From an optimization exercise on the open Yosys and OpenROAD flow, aimed at small area; shortcuts taken in it are not production practice. RTL that was checked went through simulation tests only; none was proved equivalent to the original. The clock input has no modelled driver; a real chip could not lean on it and would need a root buffer or a full tree. Power and IR drop assume default switching activity.

==> module top, before the edit <==
module top (
    input  clk,
    input  n_rst,
    input  rxd,
    output txd
);
    localparam PARSE = 2'd0, COMP = 2'd1, OUTP = 2'd2, ZF = 2'd3;
    reg  [4:0]  c;       
    reg  [1:0]  mode;
    reg  [3:0]  n;       
    reg  [4:0]  seq;     
    reg  [15:0] A, B;
    reg  [32:0] R;
    reg  [7:0]  SR;      
    reg         sgn;     
    reg         opl;     
    reg         opy;     
    reg         C;       
    reg         d;       
    wire sa = SR[7];
    wire sb = SR[6];
    wire parse = (mode == PARSE);
    wire comp  = (mode == COMP);
    wire outp  = (mode == OUTP);
    wire smp   = (c[3:0] == 4'hf);
    wire c0    = (c == 5'd0);
    wire c1    = (c == 5'd1);
    wire c16   = (c == 5'd16);
    wire c31   = (c == 5'd31);
    wire mul   = opl & ~opy;
    wire div   = opl & opy;
    wire sub   = ~opl & opy;
    wire zfill    = (mode == ZF);                  
    wire rxp      = parse | zfill;
    wire rx_bit   = parse & (n != 4'd0) & (n != 4'd9) & smp;
    wire win      = parse & (n == 4'd9);           
    wire win_end  = win & smp;
    wire digit    = SR[4] | SR[6];                  
    wire fieldA   = (seq >= 5'd3) & (seq <= 5'd7);
    wire fieldB   = (seq >= 5'd9) & (seq <= 5'd12);
    wire insA     = win & fieldA & digit;
    wire insB     = win & fieldB & digit;
    wire step  = comp & opl & seq[4];
    wire shl   = step | (comp & div & (seq == 5'd0) & ~c[4]);
    wire T     = shl ? R[32] : R[31];
    wire load = outp & ((n == 4'd9) | (n == 4'd0)) & (c[4:2] == {~seq[2] ^ div, ~seq[1], ~seq[0]});
    reg X, Ys, inv, init, cinv, wA, wB, wR, qinv, updd;
    always @(*) begin
        X = 1'b0; Ys = 1'b0; inv = 1'b0; init = 1'b0; cinv = 1'b0;
        wA = 1'b0; wB = 1'b0; wR = 1'b0; qinv = 1'b0; updd = 1'b0;
        if (parse) begin
            if (insA | insB) begin
                X = SR[0];
                Ys = SR[6] & ((c[3:0] == 4'd0) | (c[3:0] == 4'd3));
                init = (c[3:0] == 4'd0);
                wA = insA; wB = insB;
            end
        end else if (comp) begin
            if (~opl) begin
                if (seq == 5'd14) begin          
                    Ys = c[4] ? (sgn & sa) : A[15];
                    init = c0; wR = 1'b1;
                end else if (seq == 5'd15) begin  
                    X = T; Ys = c[4] ? (sgn & sb) : B[15];
                    inv = sub; init = c0; cinv = sub; wR = 1'b1;
                end
            end else if ((seq == 5'd14) | (seq == 5'd2)) begin
                Ys = c[4] ? B[15] : A[15];
                inv = 1'b1; init = c0 | c16; cinv = 1'b1;
                wA = ~c[4] & sgn & sa; wB = c[4] & sgn & sb;
            end else if (seq == 5'd15) begin
                Ys = mul ? (c[4] & B[15]) : (~c[4] & A[15]);
                init = c0; wR = 1'b1; updd = 1'b1;
            end else if (step) begin
                if (mul) begin                   
                    X = ~c0 & T;
                    Ys = ~c[4] & (c0 ? R[0] : d) & A[15];
                    init = c0; wR = 1'b1;
                end else if (c0 & (seq != 5'd16)) begin
                    X = T; inv = ~d; wR = 1'b1; qinv = 1'b1; updd = 1'b1;
                end else if (c[4]) begin         
                    X = T; Ys = B[15]; inv = ~d; init = c16; cinv = ~d;
                    wR = 1'b1;
                end
            end else if (seq == 5'd0) begin
                if (div) begin
                    if (c0) begin
                        X = T; inv = ~d; wR = 1'b1; qinv = 1'b1; updd = 1'b1;
                    end else if (c[4]) begin     
                        X = T; Ys = d & B[15]; init = c16; wR = 1'b1;
                    end
                end
            end else if (seq == 5'd1) begin
                if (sgn & (sa ^ sb) & (mul | ~c[4])) begin
                    Ys = T; inv = 1'b1; init = c0; cinv = 1'b1; wR = 1'b1;
                end
            end
        end
    end
    wire Y   = Ys ^ inv;
    wire Ce  = init ? cinv : C;
    wire sum = X ^ Y ^ Ce;
    wire Cn  = (X & Y) | (X & Ce) | (Y & Ce);
    always @(posedge clk or negedge n_rst)
        if (!n_rst) c <= 5'd0;
        else c <= c + 5'd1;
    always @(posedge clk) begin
        A <= {A[14:0], ~zfill & (wA ? sum : A[15])};
        B <= {B[14:0], ~zfill & (wB ? sum : B[15])};
    end
    always @(posedge clk)
        R <= {R[31:0], wR ? (sum ^ qinv) : T};
    always @(posedge clk) begin
        C <= Cn;
        if (updd) d <= sum & ~(comp & (seq == 5'd15));
        else if (step & mul & c0) d <= R[0];
    end
    always @(posedge clk) begin
        if (rx_bit) SR <= {rxd, SR[7:1]};
        else if (insA | insB | load)
            SR[3:0] <= {load ? R[31] : insA ? A[15] : B[15], SR[3:1]};
        if (win_end & (seq == 5'd2)) sgn <= ~SR[2];
        if (win_end & (seq == 5'd8)) begin
            opl <= ~SR[0] | (SR[1] & SR[2]);
            opy <= SR[2];
        end
        if (comp & (seq == 5'd13) & smp) begin
            SR[7] <= A[15];
            SR[6] <= B[15];
        end
    end
    always @(posedge clk or negedge n_rst)
        if (!n_rst) begin
            mode <= ZF;
            n <= 4'd0;
            seq <= 5'd0;
        end else begin
            if (smp) begin
                if (n == 4'd9) n <= 4'd0;
                else if ((n != 4'd0) | ~rxp | ~rxd) n <= n + 4'd1;
            end
            case (mode)
                ZF: if (smp) mode <= PARSE;
                PARSE: begin
                    if (win_end) begin
                        if (seq == 5'd0) seq <= (SR == 8'h49) ? 5'd1 : 5'd0;
                        else if (seq == 5'd13) begin
                            mode <= COMP;
                        end else seq <= seq + 5'd1;
                    end
                end
                COMP: begin
                    if ((seq == 5'd3) & smp & (n == 4'd8)) begin
                        mode <= OUTP;
                        seq <= 5'd0;
                    end else if (c31 & (seq != 5'd3)) seq <= seq + 5'd1;
                end
                default: begin
                    if (smp & (n == 4'd8)) seq <= seq + 5'd1;
                    if (smp & (n == 4'd9) & (seq == 5'd8)) begin
                        mode <= PARSE;
                        seq <= 5'd0;
                    end
                end
            endcase
        end
    wire [3:0] dg = SR[3:0];
    wire       L  = dg[3] & (dg[2] | dg[1]);
    wire [3:0] e  = dg + {1'b0, L, L, L};
    reg tx;
    always @(*) begin
        if (~outp) tx = 1'b1;
        else case (n)
            4'd0: tx = 1'b0;
            4'd1: tx = e[0];
            4'd2: tx = e[1];
            4'd3: tx = e[2];
            4'd4: tx = e[3];
            4'd5: tx = ~L;
            4'd6: tx = 1'b1;
            4'd7: tx = L;
            4'd8: tx = 1'b0;
            default: tx = 1'b1;
        endcase
    end
    assign txd = tx;
endmodule
clock: 14.0 ns
lec_check: 0
cap_margin: 20
core_margin: 2
core_utilization: 40
place_density: 0.6
slew_margin: 20
standard.sh (not shown) runs the stock make flow with config.mk's settings and CLKGATE_MAP_FILE= SYNTH_SCRIPT=/design/flow/synth_recipe.tcl, a recipe that flattens the netlist after the stock synthesis.
==> flow/flow/run.sh <==
#!/bin/bash
# Layout flow: the standard flow, except that synthesis maps the logic
# with yosys's default abc script (no full-adder extraction), and CTS uses
# the arguments in flow/cts_args.txt, after which flow/post_cts.tcl
# merges the leaf clusters in pairs (4 clkbuf_16 leaves, no root), and
# the port buffers are buf_1.  Registers are the standard ones.
set -euo pipefail
W=$(pwd)
CTS="$(cat $W/flow/cts_args.txt 2>/dev/null || true)"
# synthesis with our script
sed -e "s|SYNTH_SCRIPT=[^ ]*|SYNTH_SCRIPT=$W/flow/synth.tcl ADDER_MAP_FILE=|" standard.sh > my_synth.sh
bash my_synth.sh synth > synth.log 2>&1
# the rest of the standard flow
if [[ -n "$CTS" ]]; then
  sed -e "s|SYNTH_SCRIPT=[^ ]*|& CTS_ARGS='$CTS' POST_CTS_TCL=$W/flow/post_cts.tcl BUFFER_PORTS_ARGS='-buffer_cell sky130_fd_sc_hd__buf_1'|" standard.sh > my_std.sh
else
  cp standard.sh my_std.sh
fi
bash my_std.sh > layout.log 2>&1
Other scripts of this flow, unchanged in this note and not shown: flow/flow/cts_args.txt, flow/flow/post_cts.tcl, flow/flow/synth.tcl
Edit:
--- a/flow/design.v
+++ b/flow/design.v
@@ -16,10 +16,9 @@
     reg         sgn;     
     reg         opl;     
     reg         opy;     
+    reg         sa, sb;  
     reg         C;       
     reg         d;       
-    wire sa = SR[7];
-    wire sb = SR[6];
     wire parse = (mode == PARSE);
     wire comp  = (mode == COMP);
     wire outp  = (mode == OUTP);
@@ -125,9 +124,9 @@
             opl <= ~SR[0] | (SR[1] & SR[2]);
             opy <= SR[2];
         end
-        if (comp & (seq == 5'd13) & smp) begin
-            SR[7] <= A[15];
-            SR[6] <= B[15];
+        if (parse & smp) begin
+            sa <= A[15];
+            sb <= B[15];
         end
     end
     always @(posedge clk or negedge n_rst)
Effect:
- final area goes up slightly
- count of clock-buffer cells in the layout does not change
- sequential share of layout area rises by 1.2 points
- cell count goes up slightly
- die area grows slightly
- first-iteration DRC count fell by roughly a tenth
- power came out higher slightly
- wire length came out lower by a few percent
- critical path depth grows by 2
- register-to-register slack is better by 0.04 ns
- worst setup slack loses 0.23 ns
- fmax drops by a few percent
- sequential cell count grows by 2
Function was not checked in any run of this note: the RTL went through the layout flow alone.

========
== v8 ==
The RTL this note starts from:
==> flow/design.v <==
`timescale 1ps/1ps
module top (
    input  clk,
    input  n_rst,
    input  rxd,
    output txd
);
    localparam PARSE = 2'd0, COMP = 2'd1, OUTP = 2'd2;
    reg  [4:0]  c;       
    reg  [1:0]  mode;
    reg  [3:0]  n;       
    reg  [4:0]  seq;     
    reg  [15:0] A, B;
    reg  [32:0] R;
    reg  [7:0]  SR;      
    reg         sgn;     
    reg         opl;     
    reg         opy;     
    reg         sa, sb;  
    reg         C;       
    reg         d;       
    wire parse = (mode == PARSE);
    wire comp  = (mode == COMP);
    wire outp  = (mode == OUTP);
    wire smp   = (c[3:0] == 4'hf);
    wire c0    = (c == 5'd0);
    wire c1    = (c == 5'd1);
    wire c16   = (c == 5'd16);
    wire c31   = (c == 5'd31);
    wire mul   = opl & ~opy;
    wire div   = opl & opy;
    wire sub   = ~opl & opy;
    wire zfill    = n[3] & n[1];                   
    wire rx_start = parse & ((n == 4'd0) | zfill) & smp & ~rxd;
    wire rx_bit   = parse & (n != 4'd0) & (n != 4'd9) & ~zfill & smp;
    wire win      = parse & (n == 4'd9);           
    wire win_end  = win & smp;
    wire digit    = SR[4] | SR[6];                  
    wire fieldA   = (seq >= 5'd3) & (seq <= 5'd7);
    wire fieldB   = (seq >= 5'd9) & (seq <= 5'd12);
    wire insA     = win & fieldA & digit;
    wire insB     = win & fieldB & digit;
    wire step  = comp & opl & seq[4];
    wire shl   = step | (comp & div & (seq == 5'd0) & ~c[4]);
    wire T     = shl ? R[32] : R[31];
    wire lastp = opl ? (seq == 5'd2) : (seq == 5'd15);
    wire load = outp & n[3] & (c[4:2] == {~seq[2] ^ div, ~seq[1], ~seq[0]});
    reg X, Ys, inv, init, cinv, wA, wB, wR, qinv, updd;
    always @(*) begin
        X = 1'b0; Ys = 1'b0; inv = 1'b0; init = 1'b0; cinv = 1'b0;
        wA = 1'b0; wB = 1'b0; wR = 1'b0; qinv = 1'b0; updd = 1'b0;
        if (parse) begin
            if (insA | insB) begin
                X = SR[0];
                Ys = SR[6] & ((c[3:0] == 4'd0) | (c[3:0] == 4'd3));
                init = (c[3:0] == 4'd0);
                wA = insA; wB = insB;
            end
        end else if (comp) begin
            if (~opl) begin
                if (seq == 5'd14) begin          
                    Ys = c[4] ? (sgn & sa) : A[15];
                    init = c0; wR = 1'b1;
                end else if (seq == 5'd15) begin  
                    X = T; Ys = c[4] ? (sgn & sb) : B[15];
                    inv = sub; init = c0; cinv = sub; wR = 1'b1;
                end
            end else if ((seq == 5'd14) | (seq == 5'd2)) begin
                Ys = c[4] ? B[15] : A[15];
                inv = 1'b1; init = c0 | c16; cinv = 1'b1;
                wA = ~c[4] & sgn & sa; wB = c[4] & sgn & sb;
            end else if (seq == 5'd15) begin
                Ys = mul ? (c[4] & B[15]) : (~c[4] & A[15]);
                init = c0; wR = 1'b1; updd = 1'b1;
            end else if (step) begin
                if (mul) begin                   
                    X = ~c0 & T;
                    Ys = ~c[4] & (c0 ? R[0] : d) & A[15];
                    init = c0; wR = 1'b1;
                end else if (c0 & (seq != 5'd16)) begin
                    X = T; inv = ~d; wR = 1'b1; qinv = 1'b1; updd = 1'b1;
                end else if (c[4]) begin         
                    X = T; Ys = B[15]; inv = ~d; init = c16; cinv = ~d;
                    wR = 1'b1;
                end
            end else if (seq == 5'd0) begin
                if (div) begin
                    if (c0) begin
                        X = T; inv = ~d; wR = 1'b1; qinv = 1'b1; updd = 1'b1;
                    end else if (c[4]) begin     
                        X = T; Ys = d & B[15]; init = c16; wR = 1'b1;
                    end
                end
            end else if (seq == 5'd1) begin
                if (sgn & (sa ^ sb) & (mul | ~c[4])) begin
                    Ys = T; inv = 1'b1; init = c0; cinv = 1'b1; wR = 1'b1;
                end
            end
        end
    end
    wire Y   = Ys ^ inv;
    wire Ce  = init ? cinv : C;
    wire sum = X ^ Y ^ Ce;
    wire Cn  = (X & Y) | (X & Ce) | (Y & Ce);
    always @(posedge clk or negedge n_rst)
        if (!n_rst) c <= 5'd0;
        else c <= c + 5'd1;
    always @(posedge clk) begin
        A <= {A[14:0], ~zfill & (wA ? sum : A[15])};
        B <= {B[14:0], ~zfill & (wB ? sum : B[15])};
    end
    always @(posedge clk)
        R <= {R[31:0], wR ? (sum ^ qinv) : T};
    always @(posedge clk) begin
        C <= Cn;
        if (updd) d <= sum & ~(comp & (seq == 5'd15));
        else if (step & mul & c0) d <= R[0];
    end
    always @(posedge clk) begin
        if (rx_bit) SR <= {rxd, SR[7:1]};
        else if (insA | insB | load)
            SR[3:0] <= {load ? R[31] : insA ? A[15] : B[15], SR[3:1]};
        if (win_end & (seq == 5'd2)) sgn <= ~SR[2];
        if (win_end & (seq == 5'd8)) begin
            opl <= ~SR[0] | (SR[1] & SR[2]);
            opy <= SR[2];
        end
        if (parse & smp) begin
            sa <= A[15];
            sb <= B[15];
        end
    end
    always @(posedge clk or negedge n_rst)
        if (!n_rst) begin
            mode <= PARSE;
            n <= 4'd10;
            seq <= 5'd0;
        end else begin
            case (mode)
                PARSE: begin
                    if (rx_start) n <= 4'd1;
                    else if (smp & (n != 4'd0)) n <= ((n == 4'd9) | zfill) ? 4'd0 : n + 4'd1;
                    if (win_end) begin
                        if (seq == 5'd0) seq <= (SR == 8'h49) ? 5'd1 : 5'd0;
                        else if (seq == 5'd13) begin
                            mode <= COMP;
                        end else seq <= seq + 5'd1;
                    end
                end
                COMP: begin
                    if (c31) begin
                        if (lastp) begin
                            mode <= OUTP;
                            seq <= 5'd0;
                            n <= 4'd8;
                        end else seq <= seq + 5'd1;
                    end
                end
                default: begin
                    if (smp) begin
                        if (n == 4'd9) begin
                            n <= 4'd0;
                            if (seq == 5'd8) begin
                                mode <= PARSE;
                                seq <= 5'd0;
                            end else seq <= seq + 5'd1;
                        end else n <= n + 4'd1;
                    end
                end
            endcase
        end
    wire [3:0] dg = SR[3:0];
    wire       L  = dg[3] & (dg[2] | dg[1]);
    wire [3:0] e  = dg + {1'b0, L, L, L};
    reg tx;
    always @(*) begin
        if (~outp | (seq == 5'd0)) tx = 1'b1;
        else case (n)
            4'd0: tx = 1'b0;
            4'd1: tx = e[0];
            4'd2: tx = e[1];
            4'd3: tx = e[2];
            4'd4: tx = e[3];
            4'd5: tx = ~L;
            4'd6: tx = 1'b1;
            4'd7: tx = L;
            4'd8: tx = 1'b0;
            default: tx = 1'b1;
        endcase
    end
    assign txd = tx;
endmodule
Settings: LEC_CHECK=0, CAP_MARGIN=20, CORE_MARGIN=2, CORE_UTILIZATION=40, PLACE_DENSITY=0.6, SLEW_MARGIN=20; clock period 14.0 ns.
==> flow/flow/run.sh <==
#!/bin/bash
# Layout flow: the standard flow, except that synthesis maps the logic
# with yosys's default abc script (no full-adder extraction), and CTS uses
# the arguments in flow/cts_args.txt.  Registers are the standard ones.
set -euo pipefail
W=$(pwd)
CTS="$(cat $W/flow/cts_args.txt 2>/dev/null || true)"
# synthesis with our script
sed -e "s|SYNTH_SCRIPT=[^ ]*|SYNTH_SCRIPT=$W/flow/synth.tcl ADDER_MAP_FILE=|" standard.sh > my_synth.sh
bash my_synth.sh synth > synth.log 2>&1
# the rest of the standard flow
if [[ -n "$CTS" ]]; then
  sed -e "s|SYNTH_SCRIPT=[^ ]*|& CTS_ARGS='$CTS'|" standard.sh > my_std.sh
else
  cp standard.sh my_std.sh
fi
bash my_std.sh > layout.log 2>&1
==> flow/flow/cts_args.txt <==
-sink_clustering_enable -dont_use_dummy_load -root_buf sky130_fd_sc_hd__clkbuf_8 -buf_list sky130_fd_sc_hd__clkbuf_4 -repair_clock_nets
==> flow/flow/synth.tcl <==
proc synth {args} { yosys synth -nofsm -noshare {*}$args }
set f [open $::env(SCRIPTS_DIR)/synth.tcl]; set s [read $f]; close $f
set s [string map [list {log_cmd abc {*}$abc_args} {log_cmd abc {*}$::my_abc_args}] $s]
source $::env(SCRIPTS_DIR)/synth_preamble.tcl
# area-oriented mapping: two rounds of choice computation and area mapping
set ::my_abc_args [list -script "+strash;ifraig;scorr;dc2;strash;&get,-n;&dch,-f;&nf,-R,1000;&put;strash;&get,-n;&dch,-f;&nf,-R,1000;&put" {*}$lib_args {*}$lib_dont_use_args]
eval $s
# left out here: clear keep_hierarchy, flatten, clean up, hide names made inside functions, write 1_2_yosys.v
v8 | stages: all done | timing, DRC, antenna: all pass
What v30 does differently from v8 at the input level:
diff --git a/flow/design.v b/flow/design.v
--- a/flow/design.v
+++ b/flow/design.v
@@ -3,11 +3,11 @@
     input  clk,
     input  n_rst,
     input  rxd,
     output txd
 );
-    localparam PARSE = 2'd0, COMP = 2'd1, OUTP = 2'd2;
+    localparam PARSE = 2'd0, COMP = 2'd1, OUTP = 2'd2, ZF = 2'd3;
     reg  [4:0]  c;       
     reg  [1:0]  mode;
     reg  [3:0]  n;       
     reg  [4:0]  seq;     
     reg  [15:0] A, B;
@@ -28,24 +28,23 @@
     wire c16   = (c == 5'd16);
     wire c31   = (c == 5'd31);
     wire mul   = opl & ~opy;
     wire div   = opl & opy;
     wire sub   = ~opl & opy;
-    wire zfill    = n[3] & n[1];                   
-    wire rx_start = parse & ((n == 4'd0) | zfill) & smp & ~rxd;
-    wire rx_bit   = parse & (n != 4'd0) & (n != 4'd9) & ~zfill & smp;
+    wire zfill    = (mode == ZF);                  
+    wire rxp      = parse | zfill;
+    wire rx_bit   = parse & (n != 4'd0) & (n != 4'd9) & smp;
     wire win      = parse & (n == 4'd9);           
     wire win_end  = win & smp;
     wire digit    = SR[4] | SR[6];                  
     wire fieldA   = (seq >= 5'd3) & (seq <= 5'd7);
     wire fieldB   = (seq >= 5'd9) & (seq <= 5'd12);
     wire insA     = win & fieldA & digit;
     wire insB     = win & fieldB & digit;
     wire step  = comp & opl & seq[4];
     wire shl   = step | (comp & div & (seq == 5'd0) & ~c[4]);
     wire T     = shl ? R[32] : R[31];
-    wire lastp = opl ? (seq == 5'd2) : (seq == 5'd15);
     wire load = outp & n[3] & (c[4:2] == {~seq[2] ^ div, ~seq[1], ~seq[0]});
     reg X, Ys, inv, init, cinv, wA, wB, wR, qinv, updd;
     always @(*) begin
         X = 1'b0; Ys = 1'b0; inv = 1'b0; init = 1'b0; cinv = 1'b0;
         wA = 1'b0; wB = 1'b0; wR = 1'b0; qinv = 1'b0; updd = 1'b0;
@@ -130,43 +129,43 @@
             sb <= B[15];
         end
     end
     always @(posedge clk or negedge n_rst)
         if (!n_rst) begin
-            mode <= PARSE;
-            n <= 4'd10;
+            mode <= ZF;
+            n <= 4'd0;
             seq <= 5'd0;
         end else begin
+            if (smp) begin
+                if (n == 4'd9) n <= 4'd0;
+                else if ((n != 4'd0) | ~rxp | ~rxd) n <= n + 4'd1;
+            end
             case (mode)
+                ZF: if (smp) mode <= PARSE;
                 PARSE: begin
-                    if (rx_start) n <= 4'd1;
-                    else if (smp & (n != 4'd0)) n <= ((n == 4'd9) | zfill) ? 4'd0 : n + 4'd1;
                     if (win_end) begin
                         if (seq == 5'd0) seq <= (SR == 8'h49) ? 5'd1 : 5'd0;
                         else if (seq == 5'd13) begin
                             mode <= COMP;
                         end else seq <= seq + 5'd1;
                     end
                 end
                 COMP: begin
                     if (c31) begin
-                        if (lastp) begin
+                        if (seq != 5'd3) seq <= seq + 5'd1;
+                        else if (n[3:1] == 3'b011) begin
                             mode <= OUTP;
                             seq <= 5'd0;
-                            n <= 4'd8;
-                        end else seq <= seq + 5'd1;
+                        end
                     end
                 end
                 default: begin
-                    if (smp) begin
-                        if (n == 4'd9) begin
-                            n <= 4'd0;
-                            if (seq == 5'd8) begin
-                                mode <= PARSE;
-                                seq <= 5'd0;
-                            end else seq <= seq + 5'd1;
-                        end else n <= n + 4'd1;
+                    if (smp & (n == 4'd9)) begin
+                        if (seq == 5'd8) begin
+                            mode <= PARSE;
+                            seq <= 5'd0;
+                        end else seq <= seq + 5'd1;
                     end
                 end
             endcase
         end
     wire [3:0] dg = SR[3:0];
[summary]
- Looking at v30 and v8, the clock power is a wash.
- The total DRC errors in the routed layout on v30 is in line with that on v8.
- Going from v8 to v30, core utilization lower; flip-flop and latch count after synthesis roughly the same; die area lower; net count after synthesis lower.
- Higher xor and xnor area share after synthesis among v30 and v8: v30
- Power after layout was lower in the run labelled v30.
- v30: routed wire length about 6% below v8
- Fmax: v30 lower than v8

## separate check: timing with driven ports
The flow's constraints put no driver on any port. The routed layouts listed below were extracted and timed again, unchanged, in two steps.
Step 1: set_driving_cell puts a clkbuf_16 on clk and a buf_2 on each other input, an assumption about the parent block.
Step 2 times the ports against the registers' clock, not the clock port: input delays grow and output delays shrink by t, the midpoint of the rising clock arrivals with the driver on.
Slacks: ideal ports / drivers / drivers and shift; pairs: ideal ports / drivers.
run | shift t [ns] | slack for setup (ns) | latest minus earliest clock arrival (ns)
the first run of note 1 | 0.224 | 9.476 / 9.402 / 9.626 | 0.022 / 0.022
the second run of note 1 | 0.222 | 9.248 / 9.174 / 9.396 | 0.015 / 0.015
v8 | 0.376 | 8.750 / 8.717 / 9.092 | 0.021 / 0.021
v30 | 0.377 | 8.549 / 8.517 / 8.894 | 0.022 / 0.022
After both steps setup and hold are still met in every run listed.
